This design comes from an exercise in tuning for small area on the open sky130 flow, not from production work. Function not checked in this run: the RTL went through the layout flow alone. Power and IR drop assume default switching activity.

===== design/flow/run.sh =====
#!/bin/bash
# synth_recipe.tcl (not shown) runs the flow's synth.tcl, then flattens the netlist and writes it again
# the make line also repeats each setting of config.mk as NAME=value (left out here)
make -C /OpenROAD-flow-scripts/flow DESIGN_CONFIG=/design/flow/config.mk WORK_HOME=/design/flow/orfs CLKGATE_MAP_FILE= SYNTH_SCRIPT=/design/flow/synth_recipe.tcl finish

===== design/flow/config.mk =====
export PLATFORM = sky130hd
export DESIGN_NAME = pwm_core
export DESIGN_NICKNAME = pwm_core
export VERILOG_FILES = /design/flow/design.v
export SDC_FILE = /design/flow/constraint.sdc
export NUM_CORES = 4
export LEC_CHECK = 0
export CAP_MARGIN = 20
export CORE_MARGIN = 2
export CORE_UTILIZATION = 40
export SLEW_MARGIN = 20

===== design/flow/constraint.sdc =====
create_clock -name core_clock -period 14.0 [get_ports {clk_core_i}]
set_input_delay 2.8000 -clock core_clock [delete_from_list [all_inputs] [get_ports {clk_core_i}]]
set_output_delay 2.8000 -clock core_clock [all_outputs]
set_load 0.01 [all_outputs]

===== design/flow/design.v =====
module pwm_chan #(
  parameter int CntDw = 16,
  localparam int unsigned DcResnDw = $clog2(CntDw)
) (
  input                clk_i,
  input                rst_ni,
  input                pwm_en_i,
  input                invert_i,
  input                blink_en_i,
  input                htbt_en_i,
  input [CntDw-1:0]    phase_delay_i,
  input [CntDw-1:0]    duty_cycle_a_i,
  input [CntDw-1:0]    duty_cycle_b_i,
  input [CntDw-1:0]    blink_param_x_i,
  input [CntDw-1:0]    blink_param_y_i,
  input [CntDw-1:0]    phase_ctr_i,
  input [CntDw-1:0]    phase_ctr_next_i,
  input                cycle_end_i,
  input                clr_chan_cntr_i,
  input [DcResnDw-1:0] dc_resn_i,
  output logic         pwm_o
);
  logic [CntDw-1:0] phase_delay_masked, duty_cycle_masked;
  logic blink_mode;
  logic htbt_mode;
  assign blink_mode = pwm_en_i & blink_en_i;
  assign htbt_mode = pwm_en_i & blink_en_i & htbt_en_i;
  logic dc_update_pending;
  logic set_dc_update;
  logic clr_dc_update;
  logic update;
  always_ff @(posedge clk_i or negedge rst_ni) begin
    if (!rst_ni) begin
      dc_update_pending <= 1'b0;
    end else if (clr_chan_cntr_i) begin
      dc_update_pending <= 1'b0;
    end else if (pwm_en_i) begin
      dc_update_pending <= (dc_update_pending | set_dc_update) & ~clr_dc_update;
    end
  end
  assign set_dc_update = (cycle_end_i & |phase_delay_masked);
  assign clr_dc_update = (phase_ctr_next_i >= phase_delay_masked);
  assign update = pwm_en_i & (|phase_delay_masked ? (dc_update_pending & clr_dc_update)
                                                  : cycle_end_i);
  logic [CntDw-1:0] duty_cycle_actual;
  logic [CntDw-1:0] on_phase;
  logic [CntDw-1:0] off_phase;
  logic             phase_wrap;
  logic             pwm_int;
  logic [CntDw-1:0] blink_ctr_q;
  logic [CntDw-1:0] blink_ctr_d;
  logic [CntDw-1:0] duty_cycle_blink;
  logic blink_y_phase_q;
  logic blink_y_phase_d;
  logic blink_end;
  assign blink_end = ~|blink_ctr_q;
  always_comb begin
    blink_ctr_d = blink_ctr_q;
    blink_y_phase_d = blink_y_phase_q;
    if (clr_chan_cntr_i) begin
      blink_ctr_d = blink_param_x_i;
      blink_y_phase_d = 1'b0;
    end else if (blink_mode & update) begin
      if (blink_end) begin
        blink_ctr_d = (blink_y_phase_q | htbt_en_i) ? blink_param_x_i : blink_param_y_i;
        blink_y_phase_d = !(blink_y_phase_q | htbt_en_i);
      end else begin
        blink_ctr_d = blink_ctr_q - 1;
      end
    end
  end
  always_ff @(posedge clk_i or negedge rst_ni) begin
    if (!rst_ni) begin
      blink_ctr_q <= '0;
      blink_y_phase_q <= 1'b0;
    end else begin
      blink_ctr_q <= blink_ctr_d;
      blink_y_phase_q <= blink_y_phase_d;
    end
  end
  assign duty_cycle_blink = (blink_en_i && blink_y_phase_q) ? duty_cycle_b_i : duty_cycle_a_i;
  logic [CntDw-1:0] duty_cycle_htbt;
  logic [CntDw-1:0] dc_htbt_d;
  logic [CntDw-1:0] dc_htbt_q;
  logic dc_htbt_end;
  assign dc_htbt_end = htbt_mode & update & blink_end;
  logic pattern_repeat;
  logic htbt_falling;
  logic dc_wrap;
  logic dc_wrap_q;
  logic pos_htbt;
  assign pos_htbt = (duty_cycle_a_i < duty_cycle_b_i);
  assign pattern_repeat = (duty_cycle_a_i == duty_cycle_b_i);
  logic [CntDw-1:0] dc_htbt_max;
  logic [CntDw-1:0] dc_htbt_min;
  assign dc_htbt_max = pos_htbt ? duty_cycle_b_i : duty_cycle_a_i;
  assign dc_htbt_min = pos_htbt ? duty_cycle_a_i : duty_cycle_b_i;
  logic htbt_too_high;
  logic htbt_too_low;
  assign htbt_too_high = !htbt_falling & (dc_htbt_q >= dc_htbt_max);
  assign htbt_too_low  =  htbt_falling & (dc_htbt_q <= dc_htbt_min);
  logic htbt_reverse;
  assign htbt_reverse = |{htbt_too_high, htbt_too_low, dc_wrap_q};
  always_ff @(posedge clk_i or negedge rst_ni) begin
    if (!rst_ni) begin
      htbt_falling <= '0;
    end else if (clr_chan_cntr_i) begin
      htbt_falling <= !pos_htbt;
    end else if (dc_htbt_end & htbt_reverse) begin   
      htbt_falling <= !htbt_falling;
    end
  end
  localparam int CntExtDw = CntDw + 1;
  always_comb begin
    if (pattern_repeat) begin
      {dc_wrap, dc_htbt_d} = {1'b0, duty_cycle_a_i};
    end else if (htbt_falling ^ htbt_reverse) begin
      {dc_wrap, dc_htbt_d} = {dc_wrap_q, dc_htbt_q} - (CntExtDw)'(blink_param_y_i) - 1'b1;
    end else begin
      {dc_wrap, dc_htbt_d} = {dc_wrap_q, dc_htbt_q} + (CntExtDw)'(blink_param_y_i) + 1'b1;
    end
  end
  always_ff @(posedge clk_i or negedge rst_ni) begin
    if (!rst_ni) begin
      dc_wrap_q <= 1'b0;
    end else if (clr_chan_cntr_i) begin
      dc_wrap_q <= 1'b0;
    end else if (dc_htbt_end) begin
      dc_wrap_q <= dc_wrap;
    end
  end
  always_ff @(posedge clk_i or negedge rst_ni) begin
    if (!rst_ni) begin
      dc_htbt_q <= '0;
    end else if (clr_chan_cntr_i) begin
      dc_htbt_q <= duty_cycle_a_i;
    end else if (dc_htbt_end) begin
      dc_htbt_q <= dc_htbt_d;
    end
  end
  assign duty_cycle_htbt = dc_wrap_q ? {CntDw{pos_htbt}} : dc_htbt_q;
  assign duty_cycle_actual = htbt_mode ? duty_cycle_htbt : duty_cycle_blink;
  logic [CntDw-1:0] dc_mask;
  assign dc_mask = {1'b0,{(CntDw-1){1'b1}}} >> dc_resn_i;
  assign phase_delay_masked = phase_delay_i & ~dc_mask;
  assign duty_cycle_masked  = duty_cycle_actual & ~dc_mask;
  assign on_phase                = phase_delay_masked;
  assign {phase_wrap, off_phase} = {1'b0, phase_delay_masked} +
                                   {1'b0, duty_cycle_masked};
  logic on_phase_started;
  logic off_phase_started;
  assign on_phase_started  = (phase_ctr_i >= on_phase);
  assign off_phase_started = (phase_ctr_i >= off_phase);
  assign pwm_int = !pwm_en_i ? 1'b0 :
                   phase_wrap ? on_phase_started | ~off_phase_started :
                                on_phase_started & ~off_phase_started;
  logic pwm_d;
  assign pwm_d = invert_i ? ~pwm_int : pwm_int;
  logic pwm_q;
  always_ff @(posedge clk_i or negedge rst_ni) begin
    if (!rst_ni) begin
      pwm_q <= 1'b0;
    end else begin
      pwm_q <= pwm_d;
    end
  end
  assign pwm_o = pwm_q;
endmodule
module pwm_core #(
  parameter int unsigned NOutputs = 6,
  parameter int unsigned PhaseCntDw = 16,
  parameter int unsigned BeatCntDw = 27,
  localparam int unsigned DcResnDw = $clog2(PhaseCntDw)
) (
  input                           clk_core_i,
  input                           rst_core_ni,
  input                           cfg_qe,
  input                           cntr_en_i,
  input [DcResnDw-1:0]            dc_resn_i,
  input [BeatCntDw-1:0]           clk_div_i,
  input                           pwm_en_qe,
  input [NOutputs-1:0]            pwm_en_i,
  input                           invert_qe,
  input [NOutputs-1:0]            invert_i,
  input [NOutputs-1:0]            param_qe,
  input [NOutputs-1:0]            blink_en_i,
  input [NOutputs-1:0]            htbt_en_i,
  input [NOutputs*PhaseCntDw-1:0] phase_delay_i,
  input [NOutputs-1:0]            duty_qe,
  input [NOutputs*PhaseCntDw-1:0] duty_a_i,
  input [NOutputs*PhaseCntDw-1:0] duty_b_i,
  input [NOutputs-1:0]            blink_qe,
  input [NOutputs*PhaseCntDw-1:0] blink_x_i,
  input [NOutputs*PhaseCntDw-1:0] blink_y_i,
  output logic [NOutputs-1:0]     pwm_o
);
  logic                 cntr_en_q;
  logic [BeatCntDw-1:0] clk_div_q;
  logic [DcResnDw-1:0]  dc_resn_q;
  logic                clr_phase_cntr;
  logic [NOutputs-1:0] clr_chan_cntr;
  assign clr_phase_cntr = cfg_qe & cntr_en_i & ~cntr_en_q;
  logic [NOutputs-1:0] pwm_en_q;
  logic [NOutputs-1:0] invert_q;
  always_ff @(posedge clk_core_i or negedge rst_core_ni) begin
    if (!rst_core_ni) begin
      pwm_en_q  <= '0;
      invert_q  <= '0;
    end else begin
      for (int unsigned ii = 0; ii < NOutputs; ii++) begin
        if (pwm_en_qe) pwm_en_q[ii] <= pwm_en_i[ii];
      end
      for (int unsigned ii = 0; ii < NOutputs; ii++) begin
        if (invert_qe) invert_q[ii] <= invert_i[ii];
      end
    end
  end
  for (genvar ii = 0; ii < NOutputs; ii++) begin : gen_chan_clr
    assign clr_chan_cntr[ii] = (pwm_en_qe & pwm_en_i[ii] & ~pwm_en_q[ii]) |
                               (invert_qe & (invert_i[ii] ^ invert_q[ii])) |
                                param_qe[ii] |
                                param_qe[ii] |
                                param_qe[ii] |
                                duty_qe[ii] |
                                duty_qe[ii] |
                                blink_qe[ii] |
                                blink_qe[ii];
  end
  logic                  cntr_en;
  logic [BeatCntDw-1:0]  clk_div;
  logic [DcResnDw-1:0]   dc_resn;
  logic [DcResnDw-1:0]   lshift;
  logic [BeatCntDw-1:0]  beat_ctr_q;
  logic [BeatCntDw-1:0]  beat_ctr_d;
  logic                  beat_end;
  logic [PhaseCntDw-1:0] phase_ctr_q;
  logic [PhaseCntDw-1:0] phase_ctr_d;
  logic [PhaseCntDw-1:0] phase_ctr_incr;
  logic [PhaseCntDw-1:0] phase_ctr_next;
  logic                  phase_ctr_overflow;
  logic                  phase_ctr_en;
  logic                  cycle_end;
  always_ff @(posedge clk_core_i or negedge rst_core_ni) begin
    if (!rst_core_ni) begin
      cntr_en_q <= '0;
      clk_div_q <= '0;
      dc_resn_q <= '0;
    end else begin
      if (cfg_qe) cntr_en_q <= cntr_en_i;
      if (clr_phase_cntr) begin
        clk_div_q <= clk_div_i;
        dc_resn_q <= dc_resn_i;
      end
    end
  end
  assign cntr_en = cfg_qe ? cntr_en_i : cntr_en_q;
  assign dc_resn = clr_phase_cntr        ? dc_resn_i : dc_resn_q;
  assign clk_div = clr_phase_cntr        ? clk_div_i : clk_div_q;
  assign beat_ctr_d = (clr_phase_cntr) ? '0 :
                      (beat_ctr_q == clk_div) ? '0 : (beat_ctr_q + 1'b1);
  assign beat_end = (beat_ctr_q == clk_div);
  always_ff @(posedge clk_core_i or negedge rst_core_ni) begin
    if (!rst_core_ni) begin
      beat_ctr_q <= '0;
    end else if (cntr_en) begin
      beat_ctr_q <= beat_ctr_d;
    end
  end
  assign lshift = DcResnDw'(PhaseCntDw - 1'b1) - dc_resn;
  assign phase_ctr_en = clr_phase_cntr | (beat_end & cntr_en);
  assign phase_ctr_incr =  (PhaseCntDw)'('h1) << lshift;
  assign {phase_ctr_overflow, phase_ctr_next} = phase_ctr_q + phase_ctr_incr;
  assign phase_ctr_d = clr_phase_cntr ? '0 : phase_ctr_next;
  assign cycle_end = beat_end & phase_ctr_overflow;
  always_ff @(posedge clk_core_i or negedge rst_core_ni) begin
    if (!rst_core_ni) begin
      phase_ctr_q <= '0;
    end else begin
      phase_ctr_q <= phase_ctr_en ? phase_ctr_d : phase_ctr_q;
    end
  end
  for (genvar ii = 0; ii < NOutputs; ii++) begin : gen_chan_insts
    pwm_chan #(.CntDw(PhaseCntDw)) u_chan (
      .clk_i            (clk_core_i),
      .rst_ni           (rst_core_ni),
      .pwm_en_i         (pwm_en_i[ii]),
      .invert_i         (invert_i[ii]),
      .phase_delay_i    (phase_delay_i[ii*PhaseCntDw +: PhaseCntDw]),
      .blink_en_i       (blink_en_i[ii]),
      .htbt_en_i        (htbt_en_i[ii]),
      .duty_cycle_a_i   (duty_a_i[ii*PhaseCntDw +: PhaseCntDw]),
      .duty_cycle_b_i   (duty_b_i[ii*PhaseCntDw +: PhaseCntDw]),
      .blink_param_x_i  (blink_x_i[ii*PhaseCntDw +: PhaseCntDw]),
      .blink_param_y_i  (blink_y_i[ii*PhaseCntDw +: PhaseCntDw]),
      .phase_ctr_i      (phase_ctr_q),
      .phase_ctr_next_i (phase_ctr_next),
      .cycle_end_i      (cycle_end),
      .clr_chan_cntr_i  (clr_chan_cntr[ii]),
      .dc_resn_i        (dc_resn),
      .pwm_o            (pwm_o[ii])
    );
  end
endmodule

==> metrics.md <==
| Metric | Value |
|---|---|
| Unrepaired setup endpoints after global routing | false |
| Setup-failing EPs final | 0 |
| Hold Crit Class | flip-flop to flip-flop |
| Hold buffer count at CTS | 0 |
| CP Data Arrival Time | 11.86 ns |
| Clock-pin transition on the worst setup and hold timing paths | 0.06 ns |
| Number of flops mapped to enable cells by yosys | 0 |
| Final period util | 0.8097 |
| CP Data Required Time | 14.53 ns |
| Setup CP Type | primary input to flip-flop |
| Setup repair bufs after CTS | 0 |
| Hpwl dp | 162.7 mm |
| PortBufs | 564 |
| Post-route setup TNS | 0 ns |
| ANT nets after route | 0 |
| Total wire length | 208.7 mm |
| Rows | 130 |
| Yosys warning total | 2 |
| Seq/Total Area, Yosys | 0.1532 |
| Starting Density | 0.4025 |
| DIE HEIGHT | 359.2 um |
| Hold Fails Final Rpt | 0 |
| Power Total | 5.386 mW |
| Worst-Margin Slew | 1.258 ns |
| First-pass GRT wire length | 311.4 mm |
| Longest Clk Path Bufs | 3 |
| Fraction of layout cells with a size suffix above 1 | 0.04854 |
| Pleak | 27.90 nW |
| Drc violations | 0 |
| Drt first-iter violations | 5373 |
| Worst skew pair latency | 0.67 ns |
| Crit end category | flip-flop |
| Initial antenna violation count | 46 |
| Max Freq | 88.22 MHz |
| Number of global-route vias before repair | 49690 |
| Netlist Area Pre-Place | 50480 um2 |
| Global route total overflow | 0 |
| CP Launch Type | primary input |
| Ys flop type | dfrtp_1 |
| Mapped Nets | 8068 |
| Outcome | no timing/DRC/antenna violations |
| RePlAce Congestion | 0.9919 |
| Cells after Synth | 6597 |
| Final Skew | 0.04213 ns |
| Synth top area cells | ha_1 22%, dfrtp_1 15%, mux2i_1 5.8% |
| Slew Limit Fails | 0 |
| IO Pins | 565 |
| Core area | 125400 um2 |
| Vias/cell | 6.039 |
| Area delta synth->final | 18.52% |
| Largest net degree at the start of global routing | 87 |
| Routed vias | 52810 |
| Avg Cell Area, Syn | 7.651 um2 |
| Filler Cell Count | 12350 |
| Flops & latches, synth | 309 |
| Post-place setup slack | 2.377 ns |
| Cts repair resizes | 0 |
| Total Routing Usage GR | 0.3110 |
| Worst slew margin | 0.1606 |
| Drt pass-1 iters | 8 |
| Final #Nets | 8501 |
| Worst-path fanout max | 16 |
| Synth unique cells | 99 |
| Synth area leader | ha_1 |
| CTS tree | yes |
| Full die area | 129000 um2 |
| Worst vdd ir | 0.08802 mV |
| Pwr/cell area | 90.03 nW/um2 |
| Final min period | 11.34 ns |
| H-tree levels | 2 |
| CTS root buf | clkbuf_16 |
| Async S/R FF share, synth | 1.000 |
| Clock Sinks | 309 |
| Routed wire per std cell | 23.86 um |
| PnR worst setup slack | 2.665 ns |
| Max Cap Viol | 0 |
| CTS Buf Count | 45 |
| Post-synth top area share | 0.2214 |
| Die W | 359.2 um |
metrics by stage:
stage	cell area [um2]	utilization	hold slack (ns)	std cells
finish	59820	0.4770	0.4939	8745
global route	59790	0.4767	0.5185	8731
CTS	59730	0.4763	0.4977	8716
detailed placement	58080	0.4631	0.4821	8633
global placement	58070	0.4630	0.4798	8633
floorplan	50480	-	0.4589	6597
metal layers:
layer  vias to the layer above  routed length [um]  track usage
li1                      25300                   -            -
met1                     25100               90940       0.4214
met2                      1993               92710       0.4901
met3                       375               16970      0.05622
met4                        38                7842       0.1166
met5                         -                 228            0
cell usage after synthesis, drive strengths merged, types with 43 or more instances:
master  count
a31oi      78
o32ai      62
o21bai     48
nand3     138
nand2b     79
o31ai      64
nor3      151
buf        43
nand4      90
a211oi    110
o211ai    152
xor2      103
or3        44
mux2i     292
o21ai     430
a21oi     513
nor2      546
dfrtp     309
o21a       69
a21o      132
clkbuf    244
xnor2     134
inv       471
nand2     656
ha        893
and3       44
nor2b      80
kinds of logic after synthesis:
group,after synthesis,synth area share
muxes,326,0.06589
xor gates and xnor gates,237,0.04112
buffers and inverters,761,0.05813
AOI/OAI and AO/OA,2052,0.2678
and+or+nand+nor,1997,0.1844
DFF,309,0.1532
adders and majority gates,915,0.2295
registers in the layout, indices dropped and copies added, names as in the netlist, 16 cells and up:
name                               flops
beat_ctr_q                            27
clk_div_q                             27
gen_chan_insts.u_chan.blink_ctr_q     96
phase_ctr_q                           16
gen_chan_insts.u_chan.dc_htbt_q       96
placed cells by master, fill, tap and decap left out, drive strengths merged, types with 80 or more instances in the layout:
| cell | n |
|---|---|
| a211oi | 110 |
| a21o | 132 |
| a21oi | 513 |
| buf | 111 |
| clkdlybuf4s50 | 562 |
| dfrtp | 309 |
| ha | 893 |
| inv | 473 |
| mux2i | 292 |
| nand2 | 656 |
| nand3 | 138 |
| nand4 | 90 |
| nor2 | 546 |
| nor2b | 80 |
| nor3 | 151 |
| o211ai | 152 |
| o21ai | 430 |
| xnor2 | 134 |
| xor2 | 103 |
critical path, cell delays in order:
cell and delay (ns):
clkdlybuf4s50_1 0.60, nand3b_1 0.38, nand3_1 0.26, o21a_1 0.93
or2_2 0.59, inv_1 0.45, ha_1 0.33, a21o_1 0.17
a21oi_1 0.28, o21ai_0 0.15, a31oi_1 0.27, nor2b_1 0.07
o21ai_0 0.28, a21oi_1 0.13, xor2_1 0.89, ha_1 0.39
a2111oi_0 0.36, o21ai_0 0.15, a221o_1 0.32, o21ai_0 0.40
nor3b_1 0.21, a31o_2 0.31, and2_1 0.40, nor2_1 0.32
mux2_2 0.37
area by class of cell:
class	instances	area [um2]	share of cell area
Tap cell	1650	2064	0.03451
Multi-Input combinational cell	5527	40060	0.6696
Clock buffer	55	1246	0.02083
Sequential cell	309	7732	0.1293
Timing Repair Buffer	673	6464	0.1080
Inverter	474	1779	0.02974
Clock inverter	28	405.4	0.006777
Antenna cell	29	72.57	0.001213
where the power goes:
group | leakage [nW] | internal, mW | switching [mW]
clock network | 0.802 | 0.801 | 0.517
registers | 3.76 | 0.983 | 0.170
logic | 23.3 | 1.20 | 1.72
final timing paths:
path,slack [ns],to,startpoint,cells after the start
setup / recovery,2.66,gen_chan_insts[3].u_chan.blink_ctr_q[7],cfg_qe,25
hold / removal,0.49,clk_div_q[4],clk_div_q[4],2
setup reg to reg,4.98,gen_chan_insts[3].u_chan.blink_ctr_q[7],cntr_en_q,24
hold reg to reg,0.49,clk_div_q[4],clk_div_q[4],2
max in group asynchronous,9.77,gen_chan_insts[1].u_chan.blink_ctr_q[12],rst_core_ni,3
min in group asynchronous,2.16,gen_chan_insts[2].u_chan.dc_htbt_q[9],rst_core_ni,1

port drivers added, routing unchanged:
How much do the figures lean on ideal ports? The routed layout below was timed once more, with nothing changed but the port constraints.
Step 1: set_driving_cell puts a clkbuf_16 on clk_core_i and a buf_2 on each other input, an assumption about the parent block.
Step 2 moves the port delays by t, midway between the first and last clock arrival at a register: inputs arrive t later, outputs are due t later. That takes back most of the time a late clock gives input paths.
a / b / c = ideal / step 1 / step 2; a / b = the first two.
t, ns: 0.730
setup WS [ns]: 2.665 / 2.713 / 1.983
worst setup path after step 2: input to register
After both steps setup and hold are still met in this run. The setup slack of this run moves by +0.048 ns with the drivers and by -0.682 ns with both steps.
